This design comes from an exercise in tuning for small area on the open sky130 flow, not from production work.
In this exercise RTL edits were held to simulation tests only and were not proved equivalent to the original.
No activity file was given, so power comes from the tool's default toggle rates.

==> flow/design.v <==
`timescale 1ns / 1ps
module clock_div (
    input  logic clock,
    input  logic reset,
    output logic div_clock,
    output logic tick,
    output logic ph1, ph2, ph3
    );
logic half;
assign tick = half & ~div_clock;
assign ph1  = ~half & div_clock;
assign ph2  = half & div_clock;
assign ph3  = ~half & ~div_clock;
always_ff @(posedge clock or posedge reset)
    if (reset) begin
        half      <= 1'b0;
        div_clock <= 1'b0;
    end
    else begin
        half      <= ~half;
        div_clock <= div_clock ^ half;
    end
endmodule
`timescale 1ns / 1ps
module vga_controller (
    input  logic       clk,
    input  logic       ce,
    input  logic       reset,
    output logic [5:0] h2, v2,    
    output logic [5:0] h1, v1,    
    output logic       h_sync, v_sync, disp_en,
    output logic       started   
    );
    logic [5:0] hc;
    logic       hw, hs;
    assign hw = (hc == 6'd55);
    assign hs = (hc[5:1] == 5'b11111);           
    assign h1 = (hw | (hc == 6'd62)) ? 6'd0 : hc + 6'd1;
    assign v1 = hw ? ((v2 == 6'd62) ? 6'd0 : v2 + 6'd1) : v2;
    assign h2 = hs ? 6'd0 : hc;
    always_ff @(posedge clk or posedge reset)
        if (reset) begin
            hc <= 6'd62;
            v2 <= 6'd0;
        end
        else if (ce) begin
            hc <= (hw | (hc == 6'd63)) ? 6'd0 : hc + 6'd1;
            v2 <= v1;
        end
    assign started = hc != 6'd62;
    assign h_sync  = ~(hc == 6'd53 || hc == 6'd54);
    assign v_sync  = ~(v2 == 6'd61);
    assign disp_en = (hc < 6'd50) & (v2 < 6'd60);
endmodule
`timescale 1ns / 1ps
module line_drawer (
    input  logic [11:0] nx0, ny0, nx1, ny1,
    input  logic [5:0]  h,       
    input  logic [5:0]  v,       
    input  logic        clk,
    input  logic        ce,      
    input  logic        ph1, ph2, ph3,
    input  logic        rst,
    input  logic        started,  
    output logic [5:0]  px, py
    );
    logic [11:0] x0, y0, x1, y1;
    logic        st_set, st_loop;    
    logic        loh;                
    logic [5:0]  w;
    logic [7:0]  n;                  
    logic [13:0] acc;                
    logic [1:0]  mode;               
    logic        pend;               
    logic        chg;
    logic        in_lh;
    assign in_lh = ~st_set & ~st_loop;
    logic        sx, ex, sy, ey;
    assign sx = x0 > x1;
    assign ex = x0 == x1;
    logic [5:0]  lwl;                
    logic        ndir;
    assign ndir = loh ? (~sx & ~sy) : ~sx;
    logic        at_w1, adv, fin, pos;
    assign at_w1 = lwl == w;
    assign adv   = loh ? ({1'b0, h} + 7'd1 == {1'b0, w})
                       : (v == w && n[7:6] == 2'd0 && h > n[5:0]);
    assign fin   = loh ? at_w1 : pend;
    assign pos   = ~acc[13];
    logic [11:0] pc;
    logic        isx, lg, syu, wrole;
    assign pc    = ce ? x0 : ph1 ? y1 : ph2 ? y0 : x1;
    assign isx   = ce | ph3;
    assign syu   = (in_lh & ph3) ? acc[13] : sy;    
    assign lg    = ce ? sx : ph3 ? ~sx : ph2 ? syu : ~syu;   
    assign wrole = isx == loh;                      
    logic        aen, bon, sh, inv, cin;
    logic        ini, stp, sgn;
    always_comb begin
        ini = 1'b0; stp = 1'b0; sgn = 1'b0;
        if (ce) begin
            ini = st_set;
            stp = st_loop & adv;
            sgn = pos;
        end
        else begin
            ini = mode == 2'd3;
            stp = mode == 2'd2 || mode == 2'd1;
            sgn = mode == 2'd2;
        end
        aen = 1'b1; bon = 1'b0; sh = 1'b0; inv = 1'b0; cin = 1'b0;
        if (in_lh) begin
            bon = 1'b1;
            if (ph1)
                aen = 1'b0;
            else if (ph2) begin
                inv = 1'b1; cin = 1'b1;
            end
            else begin
                inv = lg ^ syu; cin = ~lg & ~syu;
            end
        end
        else if (ini | stp) begin
            aen = ~(ce & ini);
            bon = ~(stp & ~sgn & wrole);
            sh  = stp | ~wrole;
            inv = wrole ? lg : ~lg;
            cin = inv & ~(ini & wrole);
        end
    end
    logic [13:0] opb, sum;
    assign opb = (bon ? (sh ? {1'b0, pc, 1'b0} : {2'b0, pc}) : 14'd0) ^ {14{inv}};
    assign sum = (aen ? acc : 14'd0) + opb + {13'd0, cin};
    always_ff @(posedge clk)
        acc <= sum;
    logic        cap_w, cap_l, cap_n;
    assign cap_w = ini & wrole & ~lg;
    assign cap_l = ini & wrole & lg;
    assign cap_n = ini & (ce ? ~loh : ph1 ? (loh & sx) : ph2 ? (loh & ~sx) : 1'b0);
    logic [5:0] wenc, nenc;
    assign wenc = w;
    assign nenc = (n[7:6] == 2'd0) ? n[5:0] : 6'h3f;
    always_ff @(posedge clk or posedge rst)
        if (rst) begin
            st_set  <= 1'b0;
            st_loop <= 1'b0;
            loh     <= 1'b0;
            sy      <= 1'b1;
            py[5:2] <= 4'hf;                 
        end
        else begin
          if (in_lh & ph3 & started)
            sy <= acc[13];
          if (ce) begin
            if (in_lh) begin
                if (~started)
                    loh <= 1'b1;
                else if (~ex & ~ey)
                    loh <= sum[13] ^ sy;
                st_set <= 1'b1;
            end
            if (st_set) begin
                st_set  <= 1'b0;
                st_loop <= 1'b1;
            end
            if (st_loop) begin
                py[5:2] <= loh ? nenc[5:2] : wenc[5:2];
                if (fin) begin
                    st_set  <= 1'b1;
                    st_loop <= 1'b0;
                end
            end
            if (chg) begin
                st_set  <= 1'b0;
                st_loop <= 1'b0;
            end
          end
        end
    always_ff @(posedge clk)
        if (ce)
            {x0, y0, x1, y1} <= {nx0, ny0, nx1, ny1};
    assign chg = started ? ({x0, y0, x1, y1} != {nx0, ny0, nx1, ny1})
                         : ({nx0, ny0, nx1, ny1} != {12'd2, 12'd7, 12'd9, 12'd2});
    always_ff @(posedge clk) begin
        if (ce & st_loop) begin
            px      <= loh ? wenc : nenc;
            py[1:0] <= loh ? nenc[1:0] : wenc[1:0];
        end
        if (ce) begin
            mode <= st_set ? 2'd3 : (st_loop & adv) ? (pos ? 2'd2 : 2'd1) : 2'd0;
            if (st_set)
                pend <= 1'b0;
            else if (st_loop & adv) begin
                w    <= w + 6'd1;
                pend <= at_w1;
                if (pos)
                    n <= ndir ? n + 8'd1 : n - 8'd1;
            end
        end
        if (in_lh & ph3)
            ey <= acc == 14'd0;
        if (cap_w)
            w   <= (pc[11:6] == 6'd0) ? pc[5:0] : 6'h3f;
        if (cap_l)
            lwl <= (pc[11:6] == 6'd0) ? pc[5:0] : 6'h3f;
        if (cap_n)
            n   <= ((pc[11:7] == 5'd0) || (pc[11:6] == 6'h3f)) ? pc[7:0] : 8'd128;
    end
endmodule
`timescale 1ns / 1ps
module drawing_line_top(
    input logic clk,
    input logic rst,
    output logic Hsync,
    output logic Vsync,
    output logic [3:0] vgaRed,
    output logic [3:0] vgaGreen,
    output logic [3:0] vgaBlue,
    input logic [11:0] x0,y0,x1,y1,
    output logic disp_en,
    output logic vga_clk,
    output logic [11:0] v_cntr, h_cntr
    );
    logic vga_ce, ph1, ph2, ph3;
    clock_div vga_clk_mod(.clock(clk), .reset(rst), .div_clock(vga_clk), .tick(vga_ce),
                          .ph1(ph1), .ph2(ph2), .ph3(ph3));
    logic [5:0] h2, v2, h1, v1;
    logic started;
    vga_controller vgatxt(.clk(clk), .ce(vga_ce), .reset(rst), .h2(h2), .v2(v2), .h1(h1), .v1(v1),
                          .h_sync(Hsync), .v_sync(Vsync), .disp_en(disp_en), .started(started));
    assign h_cntr = {6'd0, h2};
    assign v_cntr = {6'd0, v2};
    logic [5:0] px, py;
    line_drawer drw1(.nx0(x0), .ny0(y0), .nx1(x1), .ny1(y1), .h(h1), .v(v1),
                     .clk(clk), .ce(vga_ce), .ph1(ph1), .ph2(ph2), .ph3(ph3), .rst(rst), .started(started), .px(px), .py(py));
    logic hit;
    always_ff @(posedge clk)
        if (vga_ce)
            hit <= (h1 == px) && (v1 == py);
    assign vgaRed   = {4{disp_en}};
    assign vgaGreen = {4{disp_en & ~hit}};
    assign vgaBlue  = {4{disp_en & ~hit}};
endmodule
==> flow/flow/run.sh <==
#!/bin/bash
# Standard layout, with the smallest buffer on the ports, small clock leaf buffers and no dummy clock loads.
export BUFFER_PORTS_ARGS="-buffer_cell sky130_fd_sc_hd__buf_1"
export CTS_ARGS="-sink_clustering_enable -repair_clock_nets -buf_list sky130_fd_sc_hd__clkbuf_4 -root_buf sky130_fd_sc_hd__clkbuf_8 -dont_use_dummy_load -sink_buffer_max_cap_derate 0.6"
bash standard.sh > standard.log 2>&1
==> flow/standard.sh <==
#!/bin/bash
# synth_recipe.tcl (not shown) runs the flow's synth.tcl, then flattens the netlist and writes it again
# the make line also repeats each setting of config.mk as NAME=value (left out here)
make -C /OpenROAD-flow-scripts/flow DESIGN_CONFIG=/design/flow/config.mk WORK_HOME=/design/flow/orfs CLKGATE_MAP_FILE= SYNTH_SCRIPT=/design/flow/synth_recipe.tcl "${@:-finish}"
==> flow/config.mk <==
export PLATFORM = sky130hd
export DESIGN_NAME = drawing_line_top
export DESIGN_NICKNAME = drawing_line_top
export VERILOG_FILES = /design/flow/design.v
export SDC_FILE = /design/flow/constraint.sdc
export NUM_CORES = 4
export LEC_CHECK = 0
export CAP_MARGIN = 0
export CORE_MARGIN = 2
export CORE_UTILIZATION = 60
export SLEW_MARGIN = 0
==> flow/constraint.sdc <==
create_clock -name core_clock -period 10.0 [get_ports {clk}]
set_input_delay 2.0000 -clock core_clock [delete_from_list [all_inputs] [get_ports {clk}]]
set_output_delay 2.0000 -clock core_clock [all_outputs]
set_load 0.01 [all_outputs]
==> summary.md, run 1 <==
| Metric | Value |
|---|---|
| Status | `timing/DRC/antenna clean` |
| DRC Markers | `0` |
| Area Growth Syn to Fin | `4.466%` |
| First-pass GRT wire length | `36060 µm` |
| Synth async-reset ratio | `18.80%` |
| Reg2reg path depth | `27` |
| DR vias | `7289` |
| Clock-pin slew on the worst setup and hold paths | `0.10 ns` |
| Mapped Area | `8770 µm²` |
| Peak VDD IR | `0.1119 mV` |
| Area after DPL | `9027 µm²` |
| Number of global-route vias before repair | `7187` |
| Routability cong. | `0.9141` |
| CTS resizes | `0` |
| Clock root buffer | `clkbuf_8` |
| Fmax | `0.1343 GHz` |
| Die Y | `124.9 µm` |
| Starting DRC count in detailed routing | `601` |
| Top-count cell post-synth | `edfxtp_1` |
| Critical path data required time | `10.31 ns` |
| Tmin final | `7.444 ns` |
| # rows | `44` |
| CP Class | `flop to flop` |
| Clk latency of the worst-skew pair | `0.43 ns` |
| Fillers | `1219` |
| Top_reg_cell synth | `edfxtp_1` |
| Worst setup path startpoint | `vgatxt.hc[1]$_DFFE_PP1P_` |
| Nets | `1106` |
| Clk_skew | `0.04091 ns` |
| Avg Cell Area, Syn | `9.126 µm²` |
| Max-capacitance violation count | `0` |
| Post-DRT Antenna Nets | `0` |
| Slew margin rel. | `20.31%` |
| Post-synth top area cell | `edfxtp_1` |
| Initial antenna violation count | `0` |
| Setup TNS | `0 ns` |
| Clock buffer depth | `2` |
| ANT cells | `0` |
| Synth unique cells | `78` |
| Worst reg-to-reg setup slack | `2.56 ns` |
| Reg2Reg Capture Point | `drw1.loh$_DFFE_PP0P_` |
| Postcts setup bufs | `0` |
| Vias per cell | `6.136` |
| Fin. max-slew vios | `0` |
| Post-Synthesis Cells | `961` |
| Hold WC Path Type | `flop to flop` |
| IO Count | `90` |
| Ranking of synthesized cells by area | `edfxtp_1 (28%), ha_1 (6.7%), xnor2_1 (6.7%)` |
| DR pass1 iterations | `8` |
| Worst-margin pin slew | `1.186 ns` |
| Initial core utilization | `60.80%` |
| Hold buffer count at CTS | `0` |
| Hold EP | `drw1.py[2]$_DFFE_PP1P_` |
| Sequential area share after synthesis | `37.35%` |
| Hold_sp | `drw1.py[2]$_DFFE_PP1P_` |
| Hold Path Depth | `2` |
| DR WL/cell | `18.51 µm` |
| Layout cell share with drive strength beyond 1 | `5.777%` |
| Grt ovf | `0` |
| Critical Path Source Type | `flop` |
| Synth top area share | `27.74%` |
| CTS Buf Count | `17` |
| Total track usage | `28.71%` |
| Synth warn | `4` |
| # clock sinks | `117` |
| Arrival time worst endpoint | `7.75 ns` |
| Final Hold Viols | `0` |
| Routed WL | `21990 µm` |
| Hold WS | `0.4939 ns` |
| Leakage power total | `0.003553 µW` |
| Worst R2R Start | `vgatxt.hc[1]$_DFFE_PP1P_` |
| TritonCTS clock tree | `built` |
| Port Buffers | `77` |
| Die area | `15600 µm²` |
| RSZ-0062 raised after global routing | `no` |
| Largest net degree at the start of global routing | `80` |
| Pwr per Cell Area | `123.1 nW/µm²` |
| Core ar. | `14420 µm²` |
| Seq cells post-synth | `117` |
| Final Cycle Share | `74.44%` |
| Setup violators final | `0` |
| Post-synth top cells | `edfxtp_1 (81), nand2_1 (76), nor2_1 (74), xnor2_1 (67), inv_1 (63)` |
| CP Max Fanout | `12` |
| Post-synth EDFFs | `81` |
| CTS H-tree depth | `4` |
| Die Wd | `124.9 µm` |
| Final Cell Area | `9161 µm²` |
| Critical Path Sink Type | `flop` |
| Overall power | `1128 µW` |
| Detailed placement HPWL | `16520 µm` |
## logic make-up after synthesis
family | after synthesis | share of synthesized area, %
AO/OA/AOI/OAI | 248 | 18.85
XOR/XNOR | 95 | 9.730
adder cells (fa/ha/maj) | 50 | 7.390
buffers and inverters | 134 | 7.048
flip-flops | 117 | 37.35
multiplexers | 22 | 2.540
other | 1 | 0.04276
AND/OR/NAND/NOR | 294 | 17.05
## state kept, by name (all words and copies together) (netlist names)
name	count
drw1.loh	1
vgatxt.hc	6
drw1.acc	14
drw1.mode	2
vga_clk_mod.half	1
drw1.x1	12
drw1.ey	1
drw1.pend	1
drw1.y0	12
drw1.st_loop	1
drw1.y1	12
drw1.w	6
drw1.py	6
drw1.lwl	6
drw1.x0	12
drw1.n	8
vgatxt.v2	6
drw1.st_set	1
drw1.sy	1
hit	1
vga_clk_mod.div_clock	1
drw1.px	6
## worst max-delay path: stages, from the launching register on
cell       delay, ns
dfstp_2         0.61
ha_1            0.43
nand2b_4        0.11
a21oi_1         0.62
or2_1           0.24
inv_1           0.08
ha_1            0.20
xor2_1          0.16
xnor2_1         0.15
nor3_1          0.13
nand4_1         0.13
o32ai_2         0.33
o2111ai_2       0.25
o21a_2          0.23
a21oi_1         0.65
a22oi_1         0.21
xnor2_1         0.31
ha_1            0.29
a21o_1          0.18
a21o_1          0.19
a21oi_1         0.14
o21bai_1        0.10
a21o_1          0.20
a41o_1          0.25
nor4_1          0.31
o41a_1          0.30
xnor3_1         0.32
o22a_1          0.20
## area by class of cell
type | count | area, µm² | area share [%]
multi-input combinational | 721 | 4932 | 53.84
sequential | 117 | 3276 | 35.76
timing repair buffer | 85 | 349.1 | 3.810
inverter | 64 | 240.2 | 2.622
tap | 184 | 230.2 | 2.513
clock buffer | 17 | 133.9 | 1.461
## worst max-delay path by stage
stage,end,slack [ns]
floorplan,drw1.loh$_DFFE_PP0P_,3.51
global placement,drw1.loh$_DFFE_PP0P_,2.98
detailed placement,drw1.loh$_DFFE_PP0P_,2.69
CTS,drw1.loh$_DFFE_PP0P_,2.64
global route,drw1.loh$_DFFE_PP0P_,2.02
finish,drw1.loh$_DFFE_PP0P_,2.56
## per-stage QoR
| stage | instances | utilization (%) | worst slack [ns] |
|---|---|---|---|
| after floorplan | 972 | - | 3.511 |
| after global placement | 1171 | 62.59 | 2.983 |
| after detailed placement | 1171 | 62.59 | 2.693 |
| after CTS | 1188 | 63.51 | 2.644 |
| after global routing | 1188 | 63.51 | 2.021 |
| final | 1188 | 63.51 | 2.556 |
## power by group
part / internal, µW / switching [µW]
registers: 555 / 26.8
logic: 140 / 164
clock network: 83.3 / 159
total: 778 / 349
## metal layers
metal	vias up	GRT usage [%]	part of all wire (%)
met3	37	4.854	5.4
met2	248	49.69	50
met1	3467	36.41	43
met5	-	0	0
li1	3537	-	-
met4	0	10.07	2.1
## placed cells by master (no fill, tap or decap), types with 13 or more instances in the layout
cell	synthesis	layout
edfxtp_1	81	81
buf_1	5	77
nand2_1	76	76
nor2_1	74	73
xnor2_1	67	67
inv_1	63	63
a21oi_1	61	61
o21ai_0	53	53
ha_1	47	46
a31oi_1	27	27
xor2_1	26	26
mux2i_1	20	20
nor3_1	19	19
nor4_1	18	18
nand3_1	17	17
and2_1	17	17
o32ai_1	16	16
clkbuf_4	0	16
nand4_1	15	15
a22oi_1	15	15
dfxtp_1	14	14
a21o_1	13	13
nor2b_1	13	13
==> inputs of run 2 (changes only) <==
==> flow/flow/run.sh (replaced) <==
#!/bin/bash
# Standard layout, with the smallest buffer on the ports, small clock leaf buffers and no dummy clock loads.
export BUFFER_PORTS_ARGS="-buffer_cell sky130_fd_sc_hd__buf_1"
export CTS_ARGS="-sink_clustering_enable -repair_clock_nets -buf_list sky130_fd_sc_hd__clkbuf_4 -root_buf sky130_fd_sc_hd__clkbuf_8 -dont_use_dummy_load"
bash standard.sh > standard.log 2>&1
--- a/flow/config.mk
+++ b/flow/config.mk
@@ -5,6 +5,7 @@
 export SDC_FILE = /design/flow/constraint.sdc
 export NUM_CORES = 4
 export LEC_CHECK = 0
+export ABC_CLOCK_PERIOD_IN_PS = 100000
 export CAP_MARGIN = 0
 export CORE_MARGIN = 2
 export CORE_UTILIZATION = 60
==> summary.md, run 2 <==
| Metric | Value |
|---|---|
| # rows | `44 (unchanged)` |
| Synth unique cells | `78 (unchanged)` |
| Sequential area share after synthesis | `37.35% (unchanged)` |
| Postcts setup bufs | `0 (unchanged)` |
| Die Y | `124.9 µm (unchanged)` |
| Peak VDD IR | `0.1119 mV (unchanged)` |
| Most frequent cells in the layout | `edfxtp_1 (81), buf_1 (77), nand2_1 (76) (unchanged)` |
| Critical Path Sink Type | `flop (unchanged)` |
| Leakage power total | `0.003553 µW (unchanged)` |
| Ranking of synthesized cells by area | `edfxtp_1 (28%), ha_1 (6.7%), xnor2_1 (6.7%) (unchanged)` |
| Area after DPL | `9027 µm² (unchanged)` |
| Area Growth Syn to Fin | `4.466% (unchanged)` |
| Top_reg_cell synth | `edfxtp_1 (unchanged)` |
| Final Hold Viols | `0 (unchanged)` |
| Critical Path Source Type | `flop (unchanged)` |
| Critical path data required time | `10.31 ns (about the same)` |
| Synth warn | `4 (unchanged)` |
| Busiest metal layer after global routing | `met2 (unchanged)` |
| Hold buffer count at CTS | `0 (unchanged)` |
| CP Class | `flop to flop (unchanged)` |
| Arrival time worst endpoint | `7.75 ns (about the same)` |
| Detailed placement HPWL | `16520 µm (unchanged)` |
| Reg with most FFs | `drw1.acc (unchanged)` |
| Fin. max-slew vios | `0 (unchanged)` |
| Final Cell Area | `9161 µm² (unchanged)` |
| Clk latency of the worst-skew pair | `0.43 ns (about the same)` |
| Slew margin rel. | `20.31% (unchanged)` |
| Final Cycle Share | `74.44% (unchanged)` |
| Status | `timing/DRC/antenna clean (unchanged)` |
| Max-capacitance violation count | `0 (unchanged)` |
| Most common cell after layout, fill and taps aside | `edfxtp_1 (unchanged)` |
| Psw | `349.3 µW (unchanged)` |
| CTS H-tree depth | `4 (unchanged)` |
| Number of global-route vias before repair | `7187 (unchanged)` |
| Hold WC Path Type | `flop to flop (unchanged)` |
| Avg Cell Area, Syn | `9.126 µm² (unchanged)` |
| Flop pwr share | `51.6% (about the same)` |
| Vias per cell | `6.136 (unchanged)` |
| Clk_skew | `0.04091 ns (unchanged)` |
| CTS Buf Count | `17 (unchanged)` |
| Total track usage | `28.71% (unchanged)` |
| Post-synth top area cell | `edfxtp_1 (unchanged)` |
| Layout cell share with drive strength beyond 1 | `5.777% (unchanged)` |
| Fmax | `0.1343 GHz (unchanged)` |
| Top-count cell post-synth | `edfxtp_1 (unchanged)` |
| Met2 Use GR | `49.69% (unchanged)` |
| Comb power frac | `26.9% (about the same)` |
| # clock sinks | `117 (unchanged)` |
| Post-synth top cells | `edfxtp_1 (81), nand2_1 (76), nor2_1 (74), xnor2_1 (67), inv_1 (63) (unchanged)` |
| Clock root buffer | `clkbuf_8 (unchanged)` |
| DR pass1 iterations | `8 (unchanged)` |
| Initial antenna violation count | `0 (unchanged)` |
| Number of flip-flops in the largest register | `14 (unchanged)` |
| Met1 global-route usage | `36.41% (unchanged)` |
| Starting DRC count in detailed routing | `601 (unchanged)` |
| Setup TNS | `0 ns (unchanged)` |
| Post-DRT Antenna Nets | `0 (unchanged)` |
| Setup violators final | `0 (unchanged)` |
| Grt ovf | `0 (unchanged)` |
| Net Sw Frac | `30.98% (unchanged)` |
| Largest net degree at the start of global routing | `80 (unchanged)` |
| CTS resizes | `0 (unchanged)` |
| Grt met3 use | `4.854% (unchanged)` |
| RSZ-0062 raised after global routing | `no (unchanged)` |
| Core ar. | `14420 µm² (unchanged)` |
| Nets | `1106 (unchanged)` |
| Die Wd | `124.9 µm (unchanged)` |
| Routed WL | `21990 µm (unchanged)` |
| DRC Markers | `0 (unchanged)` |
| DR WL/cell | `18.51 µm (unchanged)` |
| Mapped Area | `8770 µm² (unchanged)` |
| Routability cong. | `0.9141 (unchanged)` |
| IO Count | `90 (unchanged)` |
| Clock-pin slew on the worst setup and hold paths | `0.10 ns (about the same)` |
| Port Buffers | `77 (unchanged)` |
| P_int | `778.2 µW (unchanged)` |
| Synth async-reset ratio | `18.80% (unchanged)` |
| Clock buffer depth | `2 (unchanged)` |
| Worst-margin pin slew | `1.186 ns (unchanged)` |
| DR vias | `7289 (unchanged)` |
| Post-synth EDFFs | `81 (unchanged)` |
| Synth top area share | `27.74% (unchanged)` |
| First-pass GRT wire length | `36060 µm (unchanged)` |
| ANT cells | `0 (unchanged)` |
| Clock group share of total power | `21.5% (about the same)` |
| Die area | `15600 µm² (unchanged)` |
| Post-Synthesis Cells | `961 (unchanged)` |
| Seq cells post-synth | `117 (unchanged)` |
| Initial core utilization | `60.80% (unchanged)` |
| CP Max Fanout | `12 (unchanged)` |
| Overall power | `1128 µW (unchanged)` |
| Pwr per Cell Area | `123.1 nW/µm² (unchanged)` |
| TritonCTS clock tree | `built (unchanged)` |
| Tmin final | `7.444 ns (unchanged)` |
## run 2: cell counts after synthesis
No cell type changed its count.
## run 2: worst max-delay path, cell delays in order, from the launching register on
cell       delay (ns)
dfstp_2          0.61
ha_1             0.43
nand2b_4         0.11
a21oi_1          0.62
or2_1            0.24
inv_1            0.08
ha_1             0.20
xor2_1           0.16
xnor2_1          0.15
nor3_1           0.13
nand4_1          0.13
o32ai_2          0.33
o2111ai_2        0.25
o21a_2           0.23
a21oi_1          0.65
a22oi_1          0.21
xnor2_1          0.31
ha_1             0.29
a21o_1           0.18
a21o_1           0.19
a21oi_1          0.14
o21bai_1         0.10
a21o_1           0.20
a41o_1           0.25
nor4_1           0.31
o41a_1           0.30
xnor3_1          0.32
o22a_1           0.20
## run 2: cell families (layout without fill, tap and decap cells)
logic type / Yosys count / in the layout / synth area share, %
and+or+nand+nor: 294 / 294 / 17.05
AOI/OAI and AO/OA: 248 / 248 / 18.85
buffers and inverters: 134 / 166 / 7.048
DFF: 117 / 117 / 37.35
xor gates and xnor gates: 95 / 95 / 9.730
adders and majority gates: 50 / 50 / 7.390
muxes: 22 / 22 / 2.540
other: 1 / 12 / 0.04276
## run 2: cell type report
| class | count | area [µm²] |
|---|---|---|
| well taps | 184 | 230.2 |
| clock buffers | 17 | 133.9 |
| repair buffers | 85 | 349.1 |
| fillers | 1219 | 5263 |
| multi-input cells | 721 | 4932 |
| flip-flops and latches | 117 | 3276 |
| inverters | 64 | 240.2 |
## run 2: final timing paths
path                                          start                        to  slack (ns)  cells after the start
hold / removal               drw1.py[2]$_DFFE_PP1P_    drw1.py[2]$_DFFE_PP1P_        0.49                      2
hold reg to reg              drw1.py[2]$_DFFE_PP1P_    drw1.py[2]$_DFFE_PP1P_        0.49                      2
setup / recovery           vgatxt.hc[1]$_DFFE_PP1P_      drw1.loh$_DFFE_PP0P_        2.56                     27
setup reg to reg           vgatxt.hc[1]$_DFFE_PP1P_      drw1.loh$_DFFE_PP0P_        2.56                     27
max in group asynchronous                       rst  drw1.st_loop$_DFFE_PP0P_        7.60                      2
min in group asynchronous                       rst  vgatxt.v2[1]$_DFFE_PP0P_        1.78                      2
## run 2: power groups by stage
| stage | Combinational (µW) | Clock (µW) | Sequential [µW] |
|---|---|---|---|
| final | 304 | 242 | 582 |
| after global routing | 345 | 266 | 585 |
| after CTS | 304 | 248 | 581 |
| after global placement | 292 | 0 | 591 |
| after detailed placement | 301 | 0 | 592 |
| after floorplan | 256 | 0 | 574 |
## run 2: per-layer routing
metal,share of wire [%],wire (µm)
met5,0,0
met4,2.1,459
met3,5.4,1178
met2,50,10890
met1,43,9465
## run 2: through the flow
step	worst slack, ns	hold WS [ns]	util, %	std cells
after floorplan	3.511	0.4637	-	972
after detailed placement	2.693	0.4803	62.59	1171
after global placement	2.983	0.4839	62.59	1171
final	2.556	0.4939	63.51	1188
after CTS	2.644	0.4947	63.51	1188
after global routing	2.021	0.5116	63.51	1188
==> inputs of run 3 (changes only) <==
--- a/flow/config.mk
+++ b/flow/config.mk
@@ -5,7 +5,7 @@
 export SDC_FILE = /design/flow/constraint.sdc
 export NUM_CORES = 4
 export LEC_CHECK = 0
-export ABC_CLOCK_PERIOD_IN_PS = 100000
+export ABC_AREA = 1
 export CAP_MARGIN = 0
 export CORE_MARGIN = 2
 export CORE_UTILIZATION = 60
==> summary.md, run 3 <==
| Metric | Value |
|---|---|
| Critical Path Source Type | `flop (unchanged)` |
| Worst-margin pin slew | `1.034 ns (was 1.186 ns)` |
| Clk_skew | `0.04213 ns (was 0.04091 ns)` |
| Setup TNS | `0 ns (unchanged)` |
| Nets | `1255 (was 1106)` |
| Status | `timing/DRC/antenna clean (unchanged)` |
| CP Max Fanout | `26 (was 12)` |
| Initial antenna violation count | `0 (unchanged)` |
| Peak VDD IR | `0.09865 mV (was 0.1119 mV)` |
| Reg2Reg Capture Point | `drw1.acc[12]$_DFF_P_ (was drw1.loh$_DFFE_PP0P_)` |
| CTS resizes | `0 (unchanged)` |
| Number of global-route vias before repair | `7100 (was 7187)` |
| # clock sinks | `117 (unchanged)` |
| CP Class | `flop to flop (unchanged)` |
| Synth top area share | `27.55% (was 27.74%)` |
| First-pass GRT wire length | `35460 µm (was 36060 µm)` |
| Most common cell after layout, fill and taps aside | `nand2_1 (was edfxtp_1)` |
| Area Growth Syn to Fin | `4.181% (was 4.466%)` |
| Die Wd | `125.3 µm (was 124.9 µm)` |
| Hold buffer count at CTS | `0 (unchanged)` |
| Hold Path Depth | `2 (unchanged)` |
| Sequential area share after synthesis | `37.11% (was 37.35%)` |
| Pwr per Cell Area | `122.9 nW/µm² (was 123.1 nW/µm²)` |
| Leakage power total | `0.004187 µW (was 0.003553 µW)` |
| IO Count | `90 (unchanged)` |
| Starting DRC count in detailed routing | `771 (was 601)` |
| Compound-Gate Fraction of Synth Area | `11.52% (was 18.85%)` |
| Reg2reg path depth | `37 (was 27)` |
| Clk latency of the worst-skew pair | `0.43 ns (about the same)` |
| ANT cells | `0 (unchanged)` |
| Critical Path Slowest Stage Cell | `nor2_4 (was a21oi_1)` |
| Initial core utilization | `60.97% (was 60.80%)` |
| Simple-gate share of the synthesized area | `27.74% (was 17.05%)` |
| DR pass1 iterations | `5 (was 8)` |
| Core ar. | `14480 µm² (was 14420 µm²)` |
| Slew margin rel. | `30.32% (was 20.31%)` |
| Hold WS | `0.4913 ns (was 0.4939 ns)` |
| Top-count cell post-synth | `nand2_1 (was edfxtp_1)` |
| Port Buffers | `77 (unchanged)` |
| Xor/xnor cell area share of the yosys netlist | `6.449% (was 9.730%)` |
| DR vias | `7515 (was 7289)` |
| Fillers | `1317 (was 1219)` |
| Fmax | `0.1755 GHz (was 0.1343 GHz)` |
| Clock buffer depth | `2 (unchanged)` |
| Synth unique cells | `61 (was 78)` |
| DR WL/cell | `16.20 µm (was 18.51 µm)` |
| Hold EP | `drw1.py[3]$_DFFE_PP1P_ (was drw1.py[2]$_DFFE_PP1P_)` |
| Clock-pin slew on the worst setup and hold paths | `0.12 ns (was 0.10 ns)` |
| Max-capacitance violation count | `0 (unchanged)` |
| Reg with most FFs | `drw1.acc (unchanged)` |
| Fin. max-slew vios | `0 (unchanged)` |
| Routability cong. | `0.9098 (was 0.9141)` |
| DRC Markers | `0 (unchanged)` |
| CTS H-tree depth | `4 (unchanged)` |
| Cell mode on critical path | `nand3_1` |
| Hold_sp | `drw1.py[3]$_DFFE_PP1P_ (was drw1.py[2]$_DFFE_PP1P_)` |
| Worst reg-to-reg setup slack | `4.30 ns (was 2.56 ns)` |
| Synth async-reset ratio | `18.80% (unchanged)` |
| Largest net degree at the start of global routing | `47 (was 80)` |
| Tmin final | `5.699 ns (was 7.444 ns)` |
| Post-synth top area cell | `edfxtp_1 (unchanged)` |
| Ranking of synthesized cells by area | `edfxtp_1 (28%), nand2_1 (10%), ha_1 (6.7%) (was edfxtp_1 (28%), ha_1 (6.7%), xnor2_1 (6.7%))` |
| Final Hold Viols | `0 (unchanged)` |
| CTS Buf Count | `17 (unchanged)` |
| Die area | `15700 µm² (was 15600 µm²)` |
| Number of flip-flops in the largest register | `14 (unchanged)` |
| Synth Area in Adders | `7.342% (was 7.390%)` |
| Post-Synthesis Cells | `1099 (was 961)` |
| Main combinational cell family by area after synthesis | `simple AND/OR/NAND/NOR gates (was compound AO/OA/AOI/OAI gates)` |
| Total track usage | `28.55% (was 28.71%)` |
| Avg Cell Area, Syn | `8.032 µm² (was 9.126 µm²)` |
| Detailed placement HPWL | `16490 µm (was 16520 µm)` |
| Mapped Area | `8827 µm² (was 8770 µm²)` |
| Setup violators final | `0 (unchanged)` |
| Seq cells post-synth | `117 (unchanged)` |
| Clock root buffer | `clkbuf_8 (unchanged)` |
| Critical Path Max Stage Delay | `0.54 ns (was 0.65 ns)` |
| Synth warn | `4 (unchanged)` |
| Arrival time worst endpoint | `6.03 ns (was 7.75 ns)` |
| Grt ovf | `0 (unchanged)` |
| Critical Path Sink Type | `flop (unchanged)` |
| TritonCTS clock tree | `built (unchanged)` |
| Post-synth top cells | `nand2_1 (242), inv_1 (119), nor2_1 (82), edfxtp_1 (81), o21ai_0 (73) (was edfxtp_1 (81), nand2_1 (76), nor2_1 (74), xnor2_1 (67), inv_1 (63))` |
| Die Y | `125.3 µm (was 124.9 µm)` |
| Top_reg_cell synth | `edfxtp_1 (unchanged)` |
| Hold WC Path Type | `flop to flop (unchanged)` |
| Routed WL | `21670 µm (was 21990 µm)` |
| Post-synth EDFFs | `81 (unchanged)` |
| Worst R2R Start | `vgatxt.hc[0]$_DFFE_PP0P_ (was vgatxt.hc[1]$_DFFE_PP1P_)` |
| Layout cell share with drive strength beyond 1 | `9.454% (was 5.777%)` |
| RSZ-0062 raised after global routing | `no (unchanged)` |
| Critical path data required time | `10.33 ns (was 10.31 ns)` |
| Post-DRT Antenna Nets | `0 (unchanged)` |
| Mux cell area share after synthesis | `0% (was 2.540%)` |
| Overall power | `1130 µW (was 1128 µW)` |
| Most frequent cells in the layout | `nand2_1 (242), inv_1 (119), nor2_1 (82) (was edfxtp_1 (81), buf_1 (77), nand2_1 (76))` |
| # rows | `44 (unchanged)` |
| Final Cycle Share | `56.99% (was 74.44%)` |
| Vias per cell | `5.621 (was 6.136)` |
| Postcts setup bufs | `0 (unchanged)` |
## run 3: changes by cell type after synthesis, sizes merged, moves of 15 or more
cell / change
a31oi: -27
nand2: +196
nor2: +21
nand3: +51
o21ai: +21
o32ai: -16
nand4: +17
mux2i: -20
a22oi: -15
inv: +65
xnor2: -38
## run 3: layout make-up
| cell class | instances | area, µm² | share of cell area, % |
|---|---|---|---|
| Clock buffer | 17 | 133.9 | 1.456 |
| Tap cell | 184 | 230.2 | 2.503 |
| Multi-Input combinational cell | 807 | 4741 | 51.55 |
| Inverter | 131 | 496.7 | 5.401 |
| Timing Repair Buffer | 81 | 319.1 | 3.469 |
| Sequential cell | 117 | 3276 | 35.62 |
## run 3: worst max path at each step
| stage | start | end | slack (ns) | depth (start not counted) |
|---|---|---|---|---|
| after floorplan | vga_clk_mod.div_clock$_DFF_PP0_ | drw1.acc[12]$_DFF_P_ | 4.61 | 31 |
| after global placement | vgatxt.hc[0]$_DFFE_PP0P_ | drw1.acc[12]$_DFF_P_ | 4.47 | 37 |
| after detailed placement | vgatxt.hc[0]$_DFFE_PP0P_ | drw1.acc[12]$_DFF_P_ | 4.39 | 37 |
| after CTS | vgatxt.hc[0]$_DFFE_PP0P_ | drw1.acc[12]$_DFF_P_ | 4.31 | 37 |
| after global routing | vgatxt.hc[0]$_DFFE_PP0P_ | drw1.acc[12]$_DFF_P_ | 3.62 | 37 |
| final | vgatxt.hc[0]$_DFFE_PP0P_ | drw1.acc[12]$_DFF_P_ | 4.30 | 37 |
## run 3: worst max-delay path, delay by kind of cell (launching register included)
family          cells  cell delay (ns)
compound gates      7             0.90
xor+xnor            2             0.30
fa+ha+maj           4             1.07
buf+inv             5             0.45
flops               1             0.48
simple gates       19             2.40
## run 3: per-layer routing
metal  track usage [%]  vias to the layer above  routed length, µm
met3             4.835                       55               1065
met4             12.35                        0                786
met1             37.22                     3466               9603
met5                 0                        -                  0
met2             47.15                      239              10210
li1                  -                     3755                  -
## run 3: per-stage QoR
step                      util, %  instance area, µm²  setup WS, ns  instances
after global routing        63.52                9196         3.616       1337
after global placement      62.59                9062         4.467       1320
after CTS                   63.52                9196         4.313       1337
after detailed placement    62.59                9062         4.388       1320
after floorplan                 -                8869         4.614       1110
final                       63.52                9196         4.301       1337
## run 3: where the power goes
part,total (µW),switching (µW),internal (µW)
clock,246,162,83.3
combinational,285,166,119
sequential,600,40.5,559
total,1130,368,762
## run 3: kinds of logic after synthesis
family | count (synthesis)
and+or+nand+nor | 504
adders and majority gates | 50
AOI/OAI and AO/OA | 176
DFF | 117
buffers and inverters | 186
xor gates and xnor gates | 65
other | 1
==> inputs of run 4 (changes only) <==
--- a/flow/config.mk
+++ b/flow/config.mk
@@ -5,8 +5,8 @@
 export SDC_FILE = /design/flow/constraint.sdc
 export NUM_CORES = 4
 export LEC_CHECK = 0
-export ABC_AREA = 1
 export CAP_MARGIN = 0
 export CORE_MARGIN = 2
 export CORE_UTILIZATION = 60
+export PLACE_DENSITY = 0.8
 export SLEW_MARGIN = 0
==> summary.md, run 4 <==
| Metric | Value |
|---|---|
| Status | `timing/DRC/antenna clean (unchanged)` |
| Critical path data required time | `10.29 ns (was 10.33 ns)` |
| Die Wd | `124.9 µm (was 125.3 µm)` |
| Number of global-route vias before repair | `7023 (was 7100)` |
| Worst setup path startpoint | `vgatxt.hc[1]$_DFFE_PP1P_ (was vgatxt.hc[0]$_DFFE_PP0P_)` |
| Synth async-reset ratio | `18.80% (unchanged)` |
| CTS resizes | `0 (unchanged)` |
| Clk_skew | `0.03256 ns (was 0.04213 ns)` |
| Synth unique cells | `78 (was 61)` |
| Hold WC Path Type | `flop to flop (unchanged)` |
| DR pass1 iterations | `6 (was 5)` |
| DR vias | `7289 (was 7515)` |
| Initial core utilization | `60.80% (was 60.97%)` |
| Nets | `1105 (was 1255)` |
| Most common cell after layout, fill and taps aside | `edfxtp_1 (was nand2_1)` |
| Slew margin rel. | `16.00% (was 30.32%)` |
| Port Buffers | `77 (unchanged)` |
| Top_reg_cell synth | `edfxtp_1 (unchanged)` |
| Layout cell share with drive strength beyond 1 | `5.683% (was 9.454%)` |
| Compound-Gate Fraction of Synth Area | `18.85% (was 11.52%)` |
| Grt ovf | `0 (unchanged)` |
| Ranking of synthesized cells by area | `edfxtp_1 (28%), ha_1 (6.7%), xnor2_1 (6.7%) (was edfxtp_1 (28%), nand2_1 (10%), ha_1 (6.7%))` |
| Pwr per Cell Area | `122.7 nW/µm² (was 122.9 nW/µm²)` |
| Post-synth top cells | `edfxtp_1 (81), nand2_1 (76), nor2_1 (74), xnor2_1 (67), inv_1 (63) (was nand2_1 (242), inv_1 (119), nor2_1 (82), edfxtp_1 (81), o21ai_0 (73))` |
| Final Util | `63.46% (was 63.52%)` |
| Worst reg-to-reg setup slack | `2.72 ns (was 4.30 ns)` |
| Simple-gate share of the synthesized area | `17.05% (was 27.74%)` |
| DRC Markers | `0 (unchanged)` |
| Number of flip-flops in the largest register | `14 (unchanged)` |
| CP Class | `flop to flop (unchanged)` |
| Synth warn | `4 (unchanged)` |
| ANT cells | `0 (unchanged)` |
| Mapped Area | `8770 µm² (was 8827 µm²)` |
| Final Cycle Share | `72.84% (was 56.99%)` |
| Die Y | `124.9 µm (was 125.3 µm)` |
| Seq cells post-synth | `117 (unchanged)` |
| DR WL/cell | `17.51 µm (was 16.20 µm)` |
| Core ar. | `14420 µm² (was 14480 µm²)` |
| Grt met3 use | `6.100% (was 4.835%)` |
| Detailed placement HPWL | `15460 µm (was 16490 µm)` |
| Total track usage | `27.59% (was 28.55%)` |
| Leakage power total | `0.003547 µW (was 0.004187 µW)` |
| Fmax | `0.1373 GHz (was 0.1755 GHz)` |
| Post-DRT Antenna Nets | `0 (unchanged)` |
| Worst R2R Start | `vgatxt.hc[1]$_DFFE_PP1P_ (was vgatxt.hc[0]$_DFFE_PP0P_)` |
| Routability cong. | `0.9419 (was 0.9098)` |
| Worst setup path end | `drw1.loh$_DFFE_PP0P_ (was drw1.acc[12]$_DFF_P_)` |
| Clock-pin slew on the worst setup and hold paths | `0.10 ns (was 0.12 ns)` |
| Busiest metal layer after global routing | `met2 (unchanged)` |
| Final Hold Viols | `0 (unchanged)` |
| Synth Area in Adders | `7.390% (was 7.342%)` |
| Postcts setup bufs | `0 (unchanged)` |
| Hold buffer count at CTS | `0 (unchanged)` |
| Starting DRC count in detailed routing | `582 (was 771)` |
| Clk latency of the worst-skew pair | `0.42 ns (was 0.43 ns)` |
| Met1 global-route usage | `36.22% (was 37.22%)` |
| Post-synth top area cell | `edfxtp_1 (unchanged)` |
| Avg Cell Area, Syn | `9.126 µm² (was 8.032 µm²)` |
| Initial antenna violation count | `0 (unchanged)` |
| Vias per cell | `6.141 (was 5.621)` |
| Post-Synthesis Cells | `961 (was 1099)` |
| Worst-margin pin slew | `1.250 ns (was 1.034 ns)` |
| Arrival time worst endpoint | `7.57 ns (was 6.03 ns)` |
| Die area | `15600 µm² (was 15700 µm²)` |
| Critical Path Source Type | `flop (unchanged)` |
| Overall power | `1123 µW (was 1130 µW)` |
| Reg2Reg Capture Point | `drw1.loh$_DFFE_PP0P_ (was drw1.acc[12]$_DFF_P_)` |
| Post-synth EDFFs | `81 (unchanged)` |
| IO Count | `90 (unchanged)` |
| Setup violators final | `0 (unchanged)` |
| Largest net degree at the start of global routing | `67 (was 47)` |
| CP Max Fanout | `12 (was 26)` |
| Clock buffer depth | `2 (unchanged)` |
| Top-count cell post-synth | `edfxtp_1 (was nand2_1)` |
| Reg2reg path depth | `27 (was 37)` |
| # clock sinks | `117 (unchanged)` |
| CTS H-tree depth | `4 (unchanged)` |
| Fin. max-slew vios | `0 (unchanged)` |
| Most frequent cells in the layout | `edfxtp_1 (81), buf_1 (77), nand2_1 (76) (was nand2_1 (242), inv_1 (119), nor2_1 (82))` |
| Peak VDD IR | `0.1445 mV (was 0.09865 mV)` |
| TritonCTS clock tree | `built (unchanged)` |
| Critical Path Sink Type | `flop (unchanged)` |
| Clock root buffer | `clkbuf_8 (unchanged)` |
| Area Growth Syn to Fin | `4.380% (was 4.181%)` |
| Max-capacitance violation count | `0 (unchanged)` |
| Synth top area share | `27.74% (was 27.55%)` |
| # rows | `44 (unchanged)` |
| Routed WL | `20790 µm (was 21670 µm)` |
| First-pass GRT wire length | `34760 µm (was 35460 µm)` |
| Mux cell area share after synthesis | `2.540% (was 0%)` |
| Reg with most FFs | `drw1.acc (unchanged)` |
| RSZ-0062 raised after global routing | `no (unchanged)` |
| Sequential area share after synthesis | `37.35% (was 37.11%)` |
| Setup TNS | `0 ns (unchanged)` |
| Met2 Use GR | `44.33% (was 47.15%)` |
| Xor/xnor cell area share of the yosys netlist | `9.730% (was 6.449%)` |
| Tmin final | `7.284 ns (was 5.699 ns)` |
| Main combinational cell family by area after synthesis | `compound AO/OA/AOI/OAI gates (was simple AND/OR/NAND/NOR gates)` |
| CTS Buf Count | `17 (unchanged)` |
[run 4: changes by cell type in the layout (fill, tap and decap cells not counted), moves of 13 or more]
cell     before  now
nand3_1      55   17
nor2b_1       0   13
and2_1        2   17
nand4_1      31   15
a22oi_1       1   15
o21ai_0      73   53
o32ai_1       1   16
mux2i_1       0   20
a31oi_1       1   27
a21oi_1      48   61
nand2_1     242   76
inv_1       119   63
xnor2_1      30   67
nand2_2      22    1
[run 4: cells by family after synthesis]
| family | count (synthesis) |
|---|---|
| XOR/XNOR | 95 |
| other | 1 |
| AO/OA/AOI/OAI | 248 |
| AND/OR/NAND/NOR | 294 |
| multiplexers | 22 |
| buffers and inverters | 134 |
| flip-flops | 117 |
| adder cells (fa/ha/maj) | 50 |
[run 4: cell type report]
cell class | instances | area (µm²)
Fill cell | 1239 | 5270
Timing Repair Buffer | 84 | 341.6
Tap cell | 184 | 230.2
Inverter | 64 | 240.2
Clock buffer | 17 | 133.9
Multi-Input combinational cell | 721 | 4932
Sequential cell | 117 | 3276
[run 4: worst min-delay path by stage]
stage,to,start,cells after the start,slack (ns)
floorplan,drw1.py[2]$_DFFE_PP1P_,drw1.py[2]$_DFFE_PP1P_,2,0.46
global placement,drw1.py[2]$_DFFE_PP1P_,drw1.py[2]$_DFFE_PP1P_,2,0.47
detailed placement,drw1.py[5]$_DFFE_PP1P_,drw1.py[5]$_DFFE_PP1P_,2,0.48
CTS,drw1.py[5]$_DFFE_PP1P_,drw1.py[5]$_DFFE_PP1P_,2,0.50
global route,drw1.py[3]$_DFFE_PP1P_,drw1.py[3]$_DFFE_PP1P_,2,0.54
finish,drw1.py[5]$_DFFE_PP1P_,drw1.py[5]$_DFFE_PP1P_,2,0.50
[run 4: routing by layer]
metal  share of wire (%)  vias up
met5                   0        -
met4                 3.7        0
met3                 6.9       57
met2                  46      273
met1                  43     3422
li1                    -     3537
[run 4: power breakdown]
| part | leakage, µW | total, µW | switching (µW) | internal, µW |
|---|---|---|---|---|
| registers | 0.00117 | 579 | 23.8 | 555 |
| clock network | 0.0000808 | 234 | 151 | 83.2 |
| logic | 0.00230 | 310 | 170 | 140 |
| total | 0.00355 | 1120 | 345 | 778 |
[run 4: metrics by stage]
stage	worst slack (ns)	instance area, µm²	instances	hold WS (ns)
after floorplan	3.511	8811	972	0.4637
final	2.717	9154	1187	0.4999
after global placement	2.981	9020	1170	0.4722
after global routing	2.061	9154	1187	0.5445
after detailed placement	2.770	9020	1170	0.4831
after CTS	2.718	9154	1187	0.4974
[run 4: worst max-delay path, stage by stage, from the launching register on]
cell and delay [ns]:
dfstp_2 0.61, ha_1 0.44, nand2b_4 0.11, a21oi_1 0.59, or2_1 0.24, inv_1 0.08, ha_1 0.21, xor2_1 0.15
xnor2_1 0.14, nor3_1 0.14, nand4_1 0.13, o32ai_2 0.35, o2111ai_2 0.24, o21a_2 0.22, a21oi_1 0.60, a22oi_1 0.18
xnor2_1 0.30, ha_1 0.28, a21o_1 0.17, a21o_1 0.19, a21oi_1 0.14, o21bai_1 0.10, a21o_1 0.21, a41o_1 0.26
nor4_1 0.29, o41a_1 0.28, xnor3_1 0.31, o22a_1 0.20
==> inputs of run 5 (changes only) <==
--- a/flow/config.mk
+++ b/flow/config.mk
@@ -8,5 +8,4 @@
 export CAP_MARGIN = 0
 export CORE_MARGIN = 2
 export CORE_UTILIZATION = 60
-export PLACE_DENSITY = 0.8
 export SLEW_MARGIN = 0
==> summary.md, run 5 <==
| Metric | Value |
|---|---|
| Register area | `3276 µm² (unchanged)` |
| Net Sw Frac | `30.98% (was 30.69%)` |
| Post-synth top cells | `edfxtp_1 (81), nand2_1 (76), nor2_1 (74), xnor2_1 (67), inv_1 (63) (unchanged)` |
| CTS resizes | `0 (unchanged)` |
| Critical Path Source Type | `flop (unchanged)` |
| Main combinational cell family by area after synthesis | `compound AO/OA/AOI/OAI gates (unchanged)` |
| Area Growth Syn to Fin | `4.466% (was 4.380%)` |
| Hold buffer count at CTS | `0 (unchanged)` |
| Ranking of synthesized cells by area | `edfxtp_1 (28%), ha_1 (6.7%), xnor2_1 (6.7%) (unchanged)` |
| Pwr per Cell Area | `123.1 nW/µm² (was 122.7 nW/µm²)` |
| Xor/xnor cell area share of the yosys netlist | `9.730% (unchanged)` |
| Clk_skew | `0.04091 ns (was 0.03256 ns)` |
| Synth warn | `4 (unchanged)` |
| Arrival time worst endpoint | `7.75 ns (was 7.57 ns)` |
| Comb power frac | `26.9% (was 27.6%)` |
| Die area | `15600 µm² (unchanged)` |
| IO Count | `90 (unchanged)` |
| Post-DRT Antenna Nets | `0 (unchanged)` |
| Critical Path Sink Type | `flop (unchanged)` |
| CTS H-tree depth | `4 (unchanged)` |
| Vias per cell | `6.136 (was 6.141)` |
| Synth async-reset ratio | `18.80% (unchanged)` |
| Clock group share of total power | `21.5% (was 20.8%)` |
| Setup violators final | `0 (unchanged)` |
| Post-Synthesis Cells | `961 (unchanged)` |
| Clock-pin slew on the worst setup and hold paths | `0.10 ns (about the same)` |
| ANT cells | `0 (unchanged)` |
| Final Cycle Share | `74.44% (was 72.84%)` |
| Status | `timing/DRC/antenna clean (unchanged)` |
| Max-capacitance violation count | `0 (unchanged)` |
| Starting DRC count in detailed routing | `601 (was 582)` |
| Mux cell area share after synthesis | `2.540% (unchanged)` |
| Fillers | `1219 (was 1239)` |
| Clock root buffer | `clkbuf_8 (unchanged)` |
| Avg Cell Area, Syn | `9.126 µm² (unchanged)` |
| Final Util | `63.51% (was 63.46%)` |
| TritonCTS clock tree | `built (unchanged)` |
| Final Hold Viols | `0 (unchanged)` |
| CP Class | `flop to flop (unchanged)` |
| Critical path data required time | `10.31 ns (was 10.29 ns)` |
| Synth top area share | `27.74% (unchanged)` |
| # clock sinks | `117 (unchanged)` |
| Setup TNS | `0 ns (unchanged)` |
| Core ar. | `14420 µm² (unchanged)` |
| Synth unique cells | `78 (unchanged)` |
| Nets | `1106 (was 1105)` |
| Hold WC Path Type | `flop to flop (unchanged)` |
| Detailed placement HPWL | `16520 µm (was 15460 µm)` |
| Reg with most FFs | `drw1.acc (unchanged)` |
| CTS Buf Count | `17 (unchanged)` |
| Critical Path Slowest Stage Cell | `a21oi_1 (was dfstp_2)` |
| Port Buffers | `77 (unchanged)` |
| Die Y | `124.9 µm (unchanged)` |
| DR vias | `7289 (unchanged)` |
| First-pass GRT wire length | `36060 µm (was 34760 µm)` |
| Slew margin rel. | `20.31% (was 16.00%)` |
| DRC Markers | `0 (unchanged)` |
| RSZ-0062 raised after global routing | `no (unchanged)` |
| Largest net degree at the start of global routing | `80 (was 67)` |
| Mapped Area | `8770 µm² (unchanged)` |
| Seq cells post-synth | `117 (unchanged)` |
| Worst-margin pin slew | `1.186 ns (was 1.250 ns)` |
| Number of flip-flops in the largest register | `14 (unchanged)` |
| Compound-Gate Fraction of Synth Area | `18.85% (unchanged)` |
| Postcts setup bufs | `0 (unchanged)` |
| Fmax | `0.1343 GHz (was 0.1373 GHz)` |
| Leakage power total | `0.003553 µW (was 0.003547 µW)` |
| Top_reg_cell synth | `edfxtp_1 (unchanged)` |
| Simple-gate share of the synthesized area | `17.05% (unchanged)` |
| Routability cong. | `0.9141 (was 0.9419)` |
| Critical Path Max Stage Delay | `0.65 ns (was 0.61 ns)` |
| Initial core utilization | `60.80% (unchanged)` |
| Tmin final | `7.444 ns (was 7.284 ns)` |
| Routed WL | `21990 µm (was 20790 µm)` |
| Top-count cell post-synth | `edfxtp_1 (unchanged)` |
| Synth Area in Adders | `7.390% (unchanged)` |
| Total track usage | `28.71% (was 27.59%)` |
| Grt ovf | `0 (unchanged)` |
| CP Max Fanout | `12 (unchanged)` |
| Number of global-route vias before repair | `7187 (was 7023)` |
| Fin. max-slew vios | `0 (unchanged)` |
| Post-synth top area cell | `edfxtp_1 (unchanged)` |
| Clk latency of the worst-skew pair | `0.43 ns (was 0.42 ns)` |
| Post-synth EDFFs | `81 (unchanged)` |
| P_int | `778.2 µW (was 778.3 µW)` |
| Multi-input logic area | `4932 µm² (unchanged)` |
| # rows | `44 (unchanged)` |
| Most common cell after layout, fill and taps aside | `edfxtp_1 (unchanged)` |
| Psw | `349.3 µW (was 344.5 µW)` |
| Most frequent cells in the layout | `edfxtp_1 (81), buf_1 (77), nand2_1 (76) (unchanged)` |
| Clock buffer depth | `2 (unchanged)` |
| Layout cell share with drive strength beyond 1 | `5.777% (was 5.683%)` |
| DR pass1 iterations | `8 (was 6)` |
| Peak VDD IR | `0.1119 mV (was 0.1445 mV)` |
| Flop pwr share | `51.6% (was 51.5%)` |
| DR WL/cell | `18.51 µm (was 17.51 µm)` |
| Sequential area share after synthesis | `37.35% (unchanged)` |
| Initial antenna violation count | `0 (unchanged)` |
| Die Wd | `124.9 µm (unchanged)` |
run 5: cell count changes in the layout (fill, tap and decap cells not counted), sizes merged:
| cell | change |
|---|---|
| buf | +1 |
run 5: critical path: cells and delay by family, from the launching register on:
kind            cells  cell delay [ns]
flops               1             0.61
xor+xnor            4             0.94
buf+inv             1             0.08
fa+ha+maj           3             0.92
simple gates        5             0.92
compound gates     14             3.85
run 5: worst paths after layout:
| kind | slack (ns) | endpoint | depth (start not counted) | startpoint |
|---|---|---|---|---|
| setup reg to reg | 2.56 | drw1.loh$_DFFE_PP0P_ | 27 | vgatxt.hc[1]$_DFFE_PP1P_ |
| setup / recovery | 2.56 | drw1.loh$_DFFE_PP0P_ | 27 | vgatxt.hc[1]$_DFFE_PP1P_ |
| hold / removal | 0.49 | drw1.py[2]$_DFFE_PP1P_ | 2 | drw1.py[2]$_DFFE_PP1P_ |
| min in group asynchronous | 1.78 | vgatxt.v2[1]$_DFFE_PP0P_ | 2 | rst |
| hold reg to reg | 0.49 | drw1.py[2]$_DFFE_PP1P_ | 2 | drw1.py[2]$_DFFE_PP1P_ |
| max in group asynchronous | 7.60 | drw1.st_loop$_DFFE_PP0P_ | 2 | rst |
run 5: layer usage:
layer | GRT usage (%) | routed length (µm)
met5 | 0 | 0
met4 | 10.07 | 459
met1 | 36.41 | 9465
met3 | 4.854 | 1178
met2 | 49.69 | 10890
run 5: kinds of logic after synthesis:
kind of cell | count (synthesis)
buffers and inverters | 134
and+or+nand+nor | 294
adders and majority gates | 50
xor gates and xnor gates | 95
muxes | 22
AOI/OAI and AO/OA | 248
DFF | 117
other | 1
run 5: area by class of cell:
| type | count | area share (%) |
|---|---|---|
| multi-input cells | 721 | 53.84 |
| flip-flops and latches | 117 | 35.76 |
| repair buffers | 85 | 3.810 |
| inverters | 64 | 2.622 |
| well taps | 184 | 2.513 |
| clock buffers | 17 | 1.461 |
run 5: power by group through the flow:
stage               clock network (µW)  logic (µW)  registers [µW]
floorplan                            0         256             574
global placement                     0         292             591
detailed placement                   0         301             592
CTS                                248         304             581
global route                       266         345             585
finish                             242         304             582
run 5: per-stage QoR:
| step | hold WS (ns) | cell area (µm²) | power [µW] | worst slack [ns] | cells |
|---|---|---|---|---|---|
| floorplan | 0.4637 | 8811 | 830.0 | 3.511 | 972 |
| global placement | 0.4839 | 9027 | 882.5 | 2.983 | 1171 |
| detailed placement | 0.4803 | 9027 | 893.3 | 2.693 | 1171 |
| CTS | 0.4947 | 9161 | 1133 | 2.644 | 1188 |
| global route | 0.5116 | 9161 | 1195 | 2.021 | 1188 |
| finish | 0.4939 | 9161 | 1128 | 2.556 | 1188 |
==> inputs of run 6 (changes only) <==
--- a/flow/config.mk
+++ b/flow/config.mk
@@ -7,5 +7,5 @@
 export LEC_CHECK = 0
 export CAP_MARGIN = 0
 export CORE_MARGIN = 2
-export CORE_UTILIZATION = 60
+export CORE_UTILIZATION = 75
 export SLEW_MARGIN = 0
==> summary.md, run 6 <==
| Metric | Value |
|---|---|
| RSZ-0062 raised after global routing | `no (unchanged)` |
| # rows | `39 (was 44)` |
| Clk_skew | `0.04335 ns (was 0.04091 ns)` |
| DRC Markers | `0 (unchanged)` |
| Number of global-route vias before repair | `7288 (was 7187)` |
| Clk latency of the worst-skew pair | `0.42 ns (was 0.43 ns)` |
| Grt ovf | `0 (unchanged)` |
| Fillers | `788 (was 1219)` |
| Critical Path Max Stage Delay | `0.64 ns (was 0.65 ns)` |
| ANT cells | `0 (unchanged)` |
| Tmin final | `7.414 ns (was 7.444 ns)` |
| Clock buffer depth | `2 (unchanged)` |
| Initial antenna violation count | `0 (unchanged)` |
| Total track usage | `34.91% (was 28.71%)` |
| Fin. max-slew vios | `0 (unchanged)` |
| Die area | `12570 µm² (was 15600 µm²)` |
| Setup TNS | `0 ns (unchanged)` |
| CTS H-tree depth | `4 (unchanged)` |
| Post-DRT Antenna Nets | `0 (unchanged)` |
| Seq cells post-synth | `117 (unchanged)` |
| Most frequent cells in the layout | `edfxtp_1 (81), buf_1 (77), nand2_1 (76) (unchanged)` |
| Avg Cell Area, Syn | `9.126 µm² (unchanged)` |
| Critical Path Sink Type | `flop (unchanged)` |
| Synth async-reset ratio | `18.80% (unchanged)` |
| Arrival time worst endpoint | `7.72 ns (was 7.75 ns)` |
| First-pass GRT wire length | `35300 µm (was 36060 µm)` |
| DR vias | `7588 (was 7289)` |
| Clock-pin slew on the worst setup and hold paths | `0.10 ns (about the same)` |
| Top_reg_cell synth | `edfxtp_1 (unchanged)` |
| Fmax | `0.1349 GHz (was 0.1343 GHz)` |
| CP Class | `flop to flop (unchanged)` |
| Initial core utilization | `76.80% (was 60.80%)` |
| Post-synth top area cell | `edfxtp_1 (unchanged)` |
| Core ar. | `11420 µm² (was 14420 µm²)` |
| Port Buffers | `77 (unchanged)` |
| Layout cell share with drive strength beyond 1 | `5.594% (was 5.777%)` |
| Critical Path Slowest Stage Cell | `a21oi_1 (unchanged)` |
| Hold WS | `0.4860 ns (was 0.4939 ns)` |
| TritonCTS clock tree | `built (unchanged)` |
| Worst-margin pin slew | `1.158 ns (was 1.186 ns)` |
| Die Y | `112.1 µm (was 124.9 µm)` |
| Detailed placement HPWL | `16010 µm (was 16520 µm)` |
| Overall power | `1128 µW (about the same)` |
| Reg with most FFs | `drw1.acc (unchanged)` |
| # clock sinks | `117 (unchanged)` |
| Most common cell after layout, fill and taps aside | `edfxtp_1 (unchanged)` |
| Routed WL | `21660 µm (was 21990 µm)` |
| Final worst-path setup slack | `2.586 ns (was 2.556 ns)` |
| Synth top area share | `27.74% (unchanged)` |
| CP Max Fanout | `12 (unchanged)` |
| Die Wd | `112.1 µm (was 124.9 µm)` |
| Number of flip-flops in the largest register | `14 (unchanged)` |
| Postcts setup bufs | `0 (unchanged)` |
| Leakage power total | `0.003540 µW (was 0.003553 µW)` |
| Dpl ws | `2.759 ns (was 2.693 ns)` |
| Routability cong. | `0.9213 (was 0.9141)` |
| CTS resizes | `0 (unchanged)` |
| Post-synth top cells | `edfxtp_1 (81), nand2_1 (76), nor2_1 (74), xnor2_1 (67), inv_1 (63) (unchanged)` |
| Max-capacitance violation count | `0 (unchanged)` |
| Synth unique cells | `78 (unchanged)` |
| Synth warn | `4 (unchanged)` |
| Largest net degree at the start of global routing | `64 (was 80)` |
| Hold buffer count at CTS | `0 (unchanged)` |
| Slew margin rel. | `22.17% (was 20.31%)` |
| Top-count cell post-synth | `edfxtp_1 (unchanged)` |
| Nets | `1103 (was 1106)` |
| Vias per cell | `6.633 (was 6.136)` |
| IO Count | `90 (unchanged)` |
| Status | `timing/DRC/antenna clean (unchanged)` |
| Critical path data required time | `10.31 ns (about the same)` |
| Post-synth EDFFs | `81 (unchanged)` |
| DR pass1 iterations | `6 (was 8)` |
| Clock root buffer | `clkbuf_8 (unchanged)` |
| Starting DRC count in detailed routing | `805 (was 601)` |
| CTS Buf Count | `17 (unchanged)` |
| Finished Layout Cells | `1144 (was 1188)` |
| Pwr per Cell Area | `124.1 nW/µm² (was 123.1 nW/µm²)` |
| Ranking of synthesized cells by area | `edfxtp_1 (28%), ha_1 (6.7%), xnor2_1 (6.7%) (unchanged)` |
| Final Cycle Share | `74.14% (was 74.44%)` |
| Hold WC Path Type | `flop to flop (unchanged)` |
| Critical Path Source Type | `flop (unchanged)` |
| DR WL/cell | `18.93 µm (was 18.51 µm)` |
| Setup violators final | `0 (unchanged)` |
| Area Growth Syn to Fin | `3.681% (was 4.466%)` |
| Sequential area share after synthesis | `37.35% (unchanged)` |
| Dpl cells | `1127 (was 1171)` |
| Peak VDD IR | `0.1570 mV (was 0.1119 mV)` |
| Final Hold Viols | `0 (unchanged)` |
| Post-Synthesis Cells | `961 (unchanged)` |
| Mapped Area | `8770 µm² (unchanged)` |
==> run 6: cell counts after synthesis <==
Identical to the previous run, type by type.
==> run 6: final timing paths <==
kind | from | end | slack [ns] | depth (start not counted)
min in group asynchronous | rst | vgatxt.hc[0]$_DFFE_PP0P_ | 1.75 | 2
max reg2reg | vgatxt.hc[1]$_DFFE_PP1P_ | drw1.loh$_DFFE_PP0P_ | 2.59 | 26
min reg2reg | drw1.py[3]$_DFFE_PP1P_ | drw1.py[3]$_DFFE_PP1P_ | 0.49 | 2
max in group asynchronous | rst | drw1.st_loop$_DFFE_PP0P_ | 7.64 | 2
max | vgatxt.hc[1]$_DFFE_PP1P_ | drw1.loh$_DFFE_PP0P_ | 2.59 | 26
min | drw1.py[3]$_DFFE_PP1P_ | drw1.py[3]$_DFFE_PP1P_ | 0.49 | 2
==> run 6: area by class of cell <==
type	count	area, µm²	share of cell area (%)
clock buffer	17	133.9	1.472
inverter	64	240.2	2.642
multi-input combinational	721	4937	54.30
sequential	117	3276	36.03
tap	143	178.9	1.968
timing repair buffer	82	326.6	3.592
==> run 6: worst max-delay path: cells and delay by family, from the launching register on <==
kind	cells	cell delay (ns)
AOI/OAI and AO/OA	14	3.83
xor gates and xnor gates	3	0.80
adders and majority gates	3	1.01
buffers and inverters	1	0.08
DFF	1	0.61
and+or+nand+nor	5	0.94
==> run 6: layer usage <==
| metal | vias to the layer above | track usage [%] | wire length, µm |
|---|---|---|---|
| met3 | 83 | 5.616 | 1748 |
| met1 | 3543 | 43.69 | 8531 |
| met2 | 426 | 59.12 | 10470 |
| met4 | 0 | 17.24 | 908 |
| met5 | - | 0 | 0 |
| li1 | 3536 | - | - |
==> run 6: kinds of logic after synthesis <==
group           Yosys count  share of synthesized area, %
flops                   117                         37.35
simple gates            294                         17.05
fa+ha+maj                50                         7.390
compound gates          248                         18.85
buf+inv                 134                         7.048
xor+xnor                 95                         9.730
other cells               1                       0.04276
mux                      22                         2.540
==> run 6: power by group <==
part / leakage, µW / internal, µW / switching, µW / total [µW]
combinational: 0.00229 / 141 / 162 / 303
clock: 0.0000808 / 83.2 / 156 / 239
sequential: 0.00117 / 555 / 31.3 / 586
total: 0.00354 / 779 / 349 / 1130
==> run 6: metrics by stage <==
step	utilization, %	instance area, µm²
4_1_cts	79.59	9087
2_1_floorplan	-	8811
5_1_grt	79.63	9092
3_3_place_gp	78.41	8954
3_5_place_dp	78.41	8954
6_report	79.63	9092

[separate check: timing with driven ports]
No port has a modelled driver above. Below, the same layouts with a new extraction and two added sets of constraints.
Step 1: set_driving_cell puts a clkbuf_16 on clk and a buf_2 on each other input, an assumption about the parent block.
Step 2 times the ports against the registers' clock, not the clock port: input delays grow and output delays shrink by t, the midpoint of the rising clock arrivals with the driver on.
Slacks: ideal ports / drivers / drivers and shift; pairs: ideal ports / drivers.
run | t, ns | setup slack, ns | cell pins on the clock port's net
run 1 | 0.445 | 2.556 / 2.556 / 2.556 | 1
run 2 | 0.445 | 2.556 / 2.556 / 2.556 | 1
run 3 | 0.451 | 4.301 / 4.301 / 4.301 | 1
run 4 | 0.446 | 2.716 / 2.716 / 2.716 | 1
run 5 | 0.445 | 2.556 / 2.556 / 2.556 | 1
run 6 | 0.441 | 2.586 / 2.586 / 2.586 | 1
After both steps every run listed still meets setup and hold.
